Source: an optimization exercise on an open RTL-to-GDS flow (aim: a short achievable clock period). Production flows keep margins and buffers that such runs may drop. For this run, only the layout was checked, not whether the RTL still works. Power and IR drop assume default switching activity.

## config.mk

```make
export PLATFORM = sky130hd
export DESIGN_NAME = timer
export DESIGN_NICKNAME = timer
export VERILOG_FILES = /design/flow/design.v
export SDC_FILE = /design/flow/constraint.sdc
export NUM_CORES = 4
export LEC_CHECK = 0
export CAP_MARGIN = 20
export CORE_MARGIN = 2
export CORE_UTILIZATION = 40
export SETUP_SLACK_MARGIN = 1.5
export SLEW_MARGIN = 20
export SYNTH_HIERARCHICAL = 1
```

## constraint.sdc

```tcl
create_clock -name core_clock -period 4.0 [get_ports {clk}]
set_input_delay 0.8000 -clock core_clock [delete_from_list [all_inputs] [get_ports {clk}]]
set_output_delay 0.8000 -clock core_clock [all_outputs]
set_load 0.01 [all_outputs]
```

## design.v

```verilog
`timescale 1ns / 1ps
module tmr_cmp8(input wire [7:0] a, input wire [7:0] b, output wire gt, output wire eq);
    wire [7:0] g1 = a & ~b;
    wire [7:0] l1 = ~a & b;
    wire [3:0] g2, l2;
    wire [1:0] g4, l4;
    genvar i;
    generate
        for (i = 0; i < 4; i = i + 1) begin : t2
            assign g2[i] = g1[2*i+1] | ~l1[2*i+1] & g1[2*i];
            assign l2[i] = l1[2*i+1] | ~g1[2*i+1] & l1[2*i];
        end
        for (i = 0; i < 2; i = i + 1) begin : t4
            assign g4[i] = g2[2*i+1] | ~l2[2*i+1] & g2[2*i];
            assign l4[i] = l2[2*i+1] | ~g2[2*i+1] & l2[2*i];
        end
    endgenerate
    assign gt = g4[1] | ~l4[1] & g4[0];
    wire   lt = l4[1] | ~g4[1] & l4[0];
    assign eq = ~gt & ~lt;
endmodule
module tmr_xor(input wire a, input wire b, output wire y);
    assign y = a ^ b;
endmodule
module tmr_sel(input wire [15:0] ahi, output wire sel);
    assign sel = (ahi == 16'h4000);
endmodule
module tmr_rd4(input wire [15:0] ahi, input wire [1:0] aw, input wire rstrb,
               input wire [3:0] m0, input wire [3:0] m1,
               input wire [3:0] c0, input wire [3:0] c1,
               output wire [3:0] rd);
    wire en = (ahi == 16'h4000) & rstrb;
    wire e0 = en & (aw == 2'b00);
    wire e1 = en & (aw == 2'b01);
    wire e2 = en & (aw == 2'b10);
    wire e3 = en & (aw == 2'b11);
    assign rd = ({4{e0}} & m0) | ({4{e1}} & m1) | ({4{e2}} & c0) | ({4{e3}} & c1);
endmodule
module tmr_wdec #(parameter [1:0] W = 2'b00)
                (input wire [15:0] ahi, input wire [1:0] aw, input wire [3:0] wr,
                 output wire [3:0] we);
    assign we = {4{(ahi == 16'h4000) & (aw == W)}} & wr;
endmodule
module timer( input  wire clk,
              input  wire rst,
              input  wire [31:0] addr,
              input  wire [31:0] wdata,
              input  wire [3:0]  wr,
              input  wire        rstrb,
              output wire [31:0] rdata,
              output wire        irq);
    reg [63:0] mtime;
    reg [63:0] mtimecmp;
    reg        irq_q;      
    reg        zero_q;     
    reg        rst_q;      
    genvar k;
    generate
        for (k = 0; k < 8; k = k + 1) begin : rd
            tmr_rd4 u (.ahi(addr[31:16]), .aw(addr[3:2]), .rstrb(rstrb),
                       .m0(mtime[4*k +: 4]), .m1(mtime[32 + 4*k +: 4]),
                       .c0(mtimecmp[4*k +: 4]), .c1(mtimecmp[32 + 4*k +: 4]),
                       .rd(rdata[4*k +: 4]));
        end
    endgenerate
    wire [3:0] we_t0, we_t1, we_c0, we_c1;
    tmr_wdec #(.W(2'b00)) u_wt0 (.ahi(addr[31:16]), .aw(addr[3:2]), .wr(wr), .we(we_t0));
    tmr_wdec #(.W(2'b01)) u_wt1 (.ahi(addr[31:16]), .aw(addr[3:2]), .wr(wr), .we(we_t1));
    tmr_wdec #(.W(2'b10)) u_wc0 (.ahi(addr[31:16]), .aw(addr[3:2]), .wr(wr), .we(we_c0));
    tmr_wdec #(.W(2'b11)) u_wc1 (.ahi(addr[31:16]), .aw(addr[3:2]), .wr(wr), .we(we_c1));
    wire [7:0] wm_t = {we_t1, we_t0};
    wire [7:0] wm_c = {we_c1, we_c0};
    wire [7:0] cy;
    assign cy[0] = 1'b1;
    generate
        for (k = 1; k < 8; k = k + 1) begin : cyb
            assign cy[k] = &mtime[8*k-1:0];
        end
    endgenerate
    wire [63:0] mtime_nxt;
    wire [63:0] cmp_nxt;
    wire [7:0] pc_g, pc_e, wc_g, wc_e, pw_g, pw_e, zc, zw;
    generate
        for (k = 0; k < 8; k = k + 1) begin : byt
            wire [7:0] tb = mtime[8*k +: 8];
            wire [7:0] cb = mtimecmp[8*k +: 8];
            wire [7:0] wb = wdata[8*(k%4) +: 8];
            wire [7:0] ti;
            assign ti[0] = ~tb[0];
            genvar i;
            for (i = 1; i < 8; i = i + 1) begin : ib
                tmr_xor u_x (.a(tb[i]), .b(&tb[i-1:0]), .y(ti[i]));
            end
            assign mtime_nxt[8*k +: 8] = wm_t[k] ? wb : (cy[k] ? ti : tb);
            assign cmp_nxt[8*k +: 8]   = wm_c[k] ? wb : cb;
            wire g0, e0, g1, e1, g2, e2, g3, e3, g4, e4;
            tmr_cmp8 u_pc0 (.a(tb), .b(cb), .gt(g0), .eq(e0));
            tmr_cmp8 u_pc1 (.a(ti), .b(cb), .gt(g1), .eq(e1));
            tmr_cmp8 u_pw0 (.a(tb), .b(wb), .gt(g2), .eq(e2));
            tmr_cmp8 u_pw1 (.a(ti), .b(wb), .gt(g3), .eq(e3));
            tmr_cmp8 u_wc  (.a(wb), .b(cb), .gt(g4), .eq(e4));
            assign pc_g[k] = cy[k] ? g1 : g0;
            assign pc_e[k] = cy[k] ? e1 : e0;
            assign pw_g[k] = cy[k] ? g3 : g2;
            assign pw_e[k] = cy[k] ? e3 : e2;
            assign wc_g[k] = g4;
            assign wc_e[k] = e4;
            assign zc[k] = ~|cb;
            assign zw[k] = ~|wb;
        end
    endgenerate
    function [1:0] comb4(input [3:0] g, input [3:0] e);
        reg gh, eh, gl, el;
        begin
            gh = g[3] | e[3] & g[2];
            eh = e[3] & e[2];
            gl = g[1] | e[1] & g[0];
            el = e[1] & e[0];
            comb4[1] = gh | eh & gl;
            comb4[0] = eh & el;
        end
    endfunction
    wire [1:0] nlo = comb4(pc_g[3:0], pc_e[3:0]);
    wire [1:0] nhi = comb4(pc_g[7:4], pc_e[7:4]);
    wire [1:0] tlo = comb4((wr & wc_g[3:0]) | (~wr & pc_g[3:0]),
                           (wr & wc_e[3:0]) | (~wr & pc_e[3:0]));
    wire [1:0] thi = comb4((wr & wc_g[7:4]) | (~wr & pc_g[7:4]),
                           (wr & wc_e[7:4]) | (~wr & pc_e[7:4]));
    wire [1:0] clo = comb4((wr & pw_g[3:0]) | (~wr & pc_g[3:0]),
                           (wr & pw_e[3:0]) | (~wr & pc_e[3:0]));
    wire [1:0] chi = comb4((wr & pw_g[7:4]) | (~wr & pc_g[7:4]),
                           (wr & pw_e[7:4]) | (~wr & pc_e[7:4]));
    wire ge_none = nhi[1] | nhi[0] & (nlo[1] | nlo[0]);
    wire ge_t0   = nhi[1] | nhi[0] & (tlo[1] | tlo[0]);
    wire ge_t1   = thi[1] | thi[0] & (nlo[1] | nlo[0]);
    wire ge_c0   = nhi[1] | nhi[0] & (clo[1] | clo[0]);
    wire ge_c1   = chi[1] | chi[0] & (nlo[1] | nlo[0]);
    wire zn_lo = &zc[3:0];
    wire zn_hi = &zc[7:4];
    wire z_none = zn_lo & zn_hi;
    wire z_c0 = &((wr & zw[3:0]) | (~wr & zc[3:0])) & zn_hi;
    wire z_c1 = &((wr & zw[7:4]) | (~wr & zc[7:4])) & zn_lo;
    wire sel_i;
    tmr_sel u_seli (.ahi(addr[31:16]), .sel(sel_i));
    reg ge_nxt, z_nxt;
    always @(*) begin
        ge_nxt = ge_none;
        z_nxt  = z_none;
        if (sel_i) begin
            case (addr[3:2])
                2'b00: ge_nxt = ge_t0;
                2'b01: ge_nxt = ge_t1;
                2'b10: begin ge_nxt = ge_c0; z_nxt = z_c0; end
                default: begin ge_nxt = ge_c1; z_nxt = z_c1; end
            endcase
        end
    end
    always @(posedge clk or posedge rst) begin
        if (rst)
            mtime <= 64'd0;
        else
            mtime <= mtime_nxt;
    end
    always @(posedge clk or posedge rst) begin
        if (rst)
            rst_q <= 1'b1;
        else
            rst_q <= 1'b0;
    end
    always @(posedge clk) begin
        mtimecmp <= cmp_nxt;
        irq_q    <= ge_nxt;
        zero_q   <= z_nxt;
    end
    assign irq = rst_q ? zero_q : irq_q;
endmodule
```

## run.sh

```bash
#!/bin/bash
# synth_recipe.tcl (not shown) runs the flow's synth.tcl, then flattens the netlist and writes it again
# the make line also repeats each setting of config.mk as NAME=value (left out here)
make -C /OpenROAD-flow-scripts/flow DESIGN_CONFIG=/design/flow/config.mk WORK_HOME=/design/flow/orfs CLKGATE_MAP_FILE= SYNTH_SCRIPT=/design/flow/synth_recipe.tcl finish
```

==> run summary <==
-- modules after synthesis (local to each module, per instance), a selection --
module    flops+latches  cells
tmr_rd4               0     14
tmr_cmp8              0     33
tmr_xor               0      1
timer               131    608
tmr_sel               0      5
-- metal layers --
metal  global-route usage (%)  up-vias  routed length (microns)
met5                        0        -                        0
met4                     12.6        0                     3220
met3                     4.28      195                     4550
met2                     44.7      756                    28800
met1                     36.4     8664                    26400
li1                         -     8355                        -
-- registers in the layout (all words and copies together), names as in the netlist --
signal	cells
irq_q	1
rst_q	1
zero_q	1
mtimecmp	64
mtime	64
-- critical path, delay by kind of cell, from the launching register on --
kind / cells / cell delay, ns
xor+xnor: 1 / 0.20
fa+ha+maj: 2 / 0.60
compound gates: 8 / 1.47
simple gates: 4 / 0.62
flops: 1 / 0.39
buf+inv: 3 / 0.39
-- area by class of cell --
type	instances	area, sq um	area share, %
Clock inverter	6	104	0.466
Tap cell	539	674	3.03
Multi-Input combinational cell	1712	13500	60.5
Sequential cell	131	3620	16.2
Timing Repair Buffer	339	3120	14.0
Antenna cell	1	2.50	0.0112
Inverter	211	800	3.59
Clock buffer	26	480	2.16
-- stage by stage --
step	cell area [sq um]	total power [mW]	cells	hold slack, ns
2_1_floorplan	17100	1.73	2075	0.627
3_3_place_gp	19500	2.05	2797	0.623
3_5_place_dp	19500	2.06	2797	0.660
4_1_cts	21500	3.83	2920	0.674
5_1_grt	22300	3.99	2965	0.743
6_report	22300	3.89	2965	0.658
-- worst paths after layout --
path                                         end  slack (ns)  cells past startpoint
min in group asynchronous  mtime[48]$_DFFE_PP0P_        0.77                      2
max reg2reg                        irq_q$_DFF_P_        0.26                     18
max                                irq_q$_DFF_P_        0.26                     18
min                        mtime[33]$_DFFE_PP0P_        0.66                      2
min reg2reg                mtime[33]$_DFFE_PP0P_        0.66                      2
max in group asynchronous        rst_q$_DFF_PP1_        2.50                      3
-- logic make-up (layout without fill, tap and decap cells) --
group | after synthesis | in the layout | share of synthesized area (%)
AOI/OAI and AO/OA | 381 | 381 | 15.4
xor gates and xnor gates | 177 | 177 | 9.07
adders and majority gates | 114 | 114 | 7.23
buffers and inverters | 232 | 582 | 5.26
DFF | 131 | 131 | 21.0
muxes | 113 | 113 | 10.0
other | 1 | 2 | 0.0219
and+or+nand+nor | 926 | 926 | 32.0
-- power by group through the flow --
stage                     combinational, mW  sequential [mW]  clock, mW
final                                 0.797             1.43       1.66
after global routing                  0.840             1.43       1.72
after CTS                             0.733             1.43       1.66
after detailed placement              0.603             1.46          0
after global placement                0.590             1.46          0
after floorplan                       0.279             1.45          0
-- synthesized netlist by cell type, types with 48 or more instances --
cell type    n  area, sq um
o21ai_0     61          305
nor3_1      48          240
nand4_1     55          344
edfxtp_1    64         1920
nor2b_1    194         1210
nor3b_1     72          541
nor4_1      56          350
mux2i_1     62          621
inv_1      170          638
xor2_1      94          823
xnor2_1     83          727
nand2_1    191          717
dfrtp_1     64         1600
nand2b_1   117          732
maj3_2      76          856
o211ai_1    79          593
-- timing repair --
item	CTS	global route
hold endpoints to repair	0	0
pin swaps	48	53
buffers inserted	88	44
gates resized for setup	378	111
gates cloned	3	0
setup endpoints to repair	147	102
==> run summary <==
Power Dens Cells 174 nW/um^2; GPL Wtd Cong 0.887; Placement Setup Slack 0.0487 ns; # DRC 0; cells along the critical path nand4_4 > inv_4 > and2_1 > xor2_2 > clkinv_1 > maj3_2 > a21o_1 > maj3_2 > nand2_1 > a2111o_1 > buf_4 > nand3_1 > a21oi_4 > a21oi_2 > a22oi_1 > o211ai_1 > o31ai_2 > o211a_1; Port Buffers 89; layout cell share with drive strength beyond 1 24.6%; Post-Syn Nets 2146; CTS Buffer Depth 2; post-synthesis cell type count 77; Max-slew headroom 29.5%; WL final 63000 microns; commonest non-fill, non-tap cells in the layout nor2b_1 (193), nand2_1 (190), inv_1 (169); total congestion overflow 0; Crit path required time 4.40 ns; final worst-path cycle share 93.5%; design internal power 2.80 mW; die height 211 microns; Fin Setup TNS 0 ns; First DRT Iteration DRCs 1567; RSZ-0062 raised after global routing yes; type of the worst setup path reg2reg; worst clock skew 0.00870 ns; P_leak 8.31 nW; Reg-to-Reg Start mtime[11]$_DFFE_PP0P_; H-tree Lvls 4; Final WS setup 0.259 ns; NetSw 1.09 mW; vias post-DR 18.0k; number of global-route vias before repair 17.3k; CTS tree done; Critical Path End Type flip-flop; Slew @ Worst Pin 1.05 ns; class of the worst hold path reg2reg; Final Hold Vio Count 0; sequential share of power 36.8%; core area 42000 sq um; element type at the critical path start flip-flop; Vias/cell 6.06; Crit-path slowest cell dfrtp_1; most common cell after layout, fill and taps aside nor2b_1; first-pass GRT wire length 96300 microns; Cell Area, Synth 17100 sq um; Synth Instances 2075; dpl hpwl 43700 microns; fmax 0.267 GHz; Critical Path Start mtime[11]$_DFFE_PP0P_; switching share of power 28.0%; final net count 2483; # rows 75; register area share after synthesis 21.0%; worst-path fanout max 4; initial antenna violation count 1; Final Max Tran Viols 0; Hold Buf Count CTS 0; min-delay src mtime[33]$_DFFE_PP0P_; fin crit period 3.74 ns; post-layout util 53.0%; wire length per cell 21.2 microns; drt pass-1 iters 5; Combinational Power Share 20.5%; pin count of the biggest net entering global routing 36; Top FF cell, synth edfxtp_1; Critical Path Max Stage Delay 0.39 ns; clock sinks 131; Clock Pin Slew Worst Setup and Hold Paths 0.06 ns; P&R area growth vs syn 30.4%; CTS Buf Count 17; Filler Cells Inserted 3804; die width 211 microns; worst skew pair latency 0.45 ns; DIE AREA 44400 sq um; Clk pwr share 42.7%; DRT antenna net count 0; peak supply drop 0.000318 V; CTS root buffer clkbuf_16; Worst EP arrival 4.14 ns; FFs w/ async S/R, synth 49.6%; Post-synth EDFFs 64; Ports 104; outcome complete, no violations; Yosys warning count 7; cell mode on critical path maj3_2; Seq cells post-synth 131; Tot GR Track Use 27.6%; initial core utilization 40.6%; Mean Syn Cell Area 8.24 sq um; Setup Viol. Count Final 0; number of max-cap violations 0

[what the ideal ports hide]
No port has a modelled driver above. Below, the same layout with a new extraction and two added sets of constraints.
Step 1 sets driving cells, clkbuf_16 on the clock port and buf_2 on the other inputs (assumed; they add their load-dependent delay and slew).
Step 2 times the ports against the registers' clock, not the clock port: input delays grow and output delays shrink by t, the midpoint of the rising clock arrivals with the driver on.
a / b / c = no drivers / after step 1 / after step 2; a / b = the first two.
shift t [ns]: 0.506
setup slack, ns: 0.259 / 0.259 / -0.060
hold WS [ns]: 0.658 / 0.658 / 0.658
worst setup path at the end: input to register
With both steps, setup timing fails in this run, where it was met with ideal ports. The setup slack of this run moves by 0.000 ns with the drivers and by -0.319 ns with both steps.
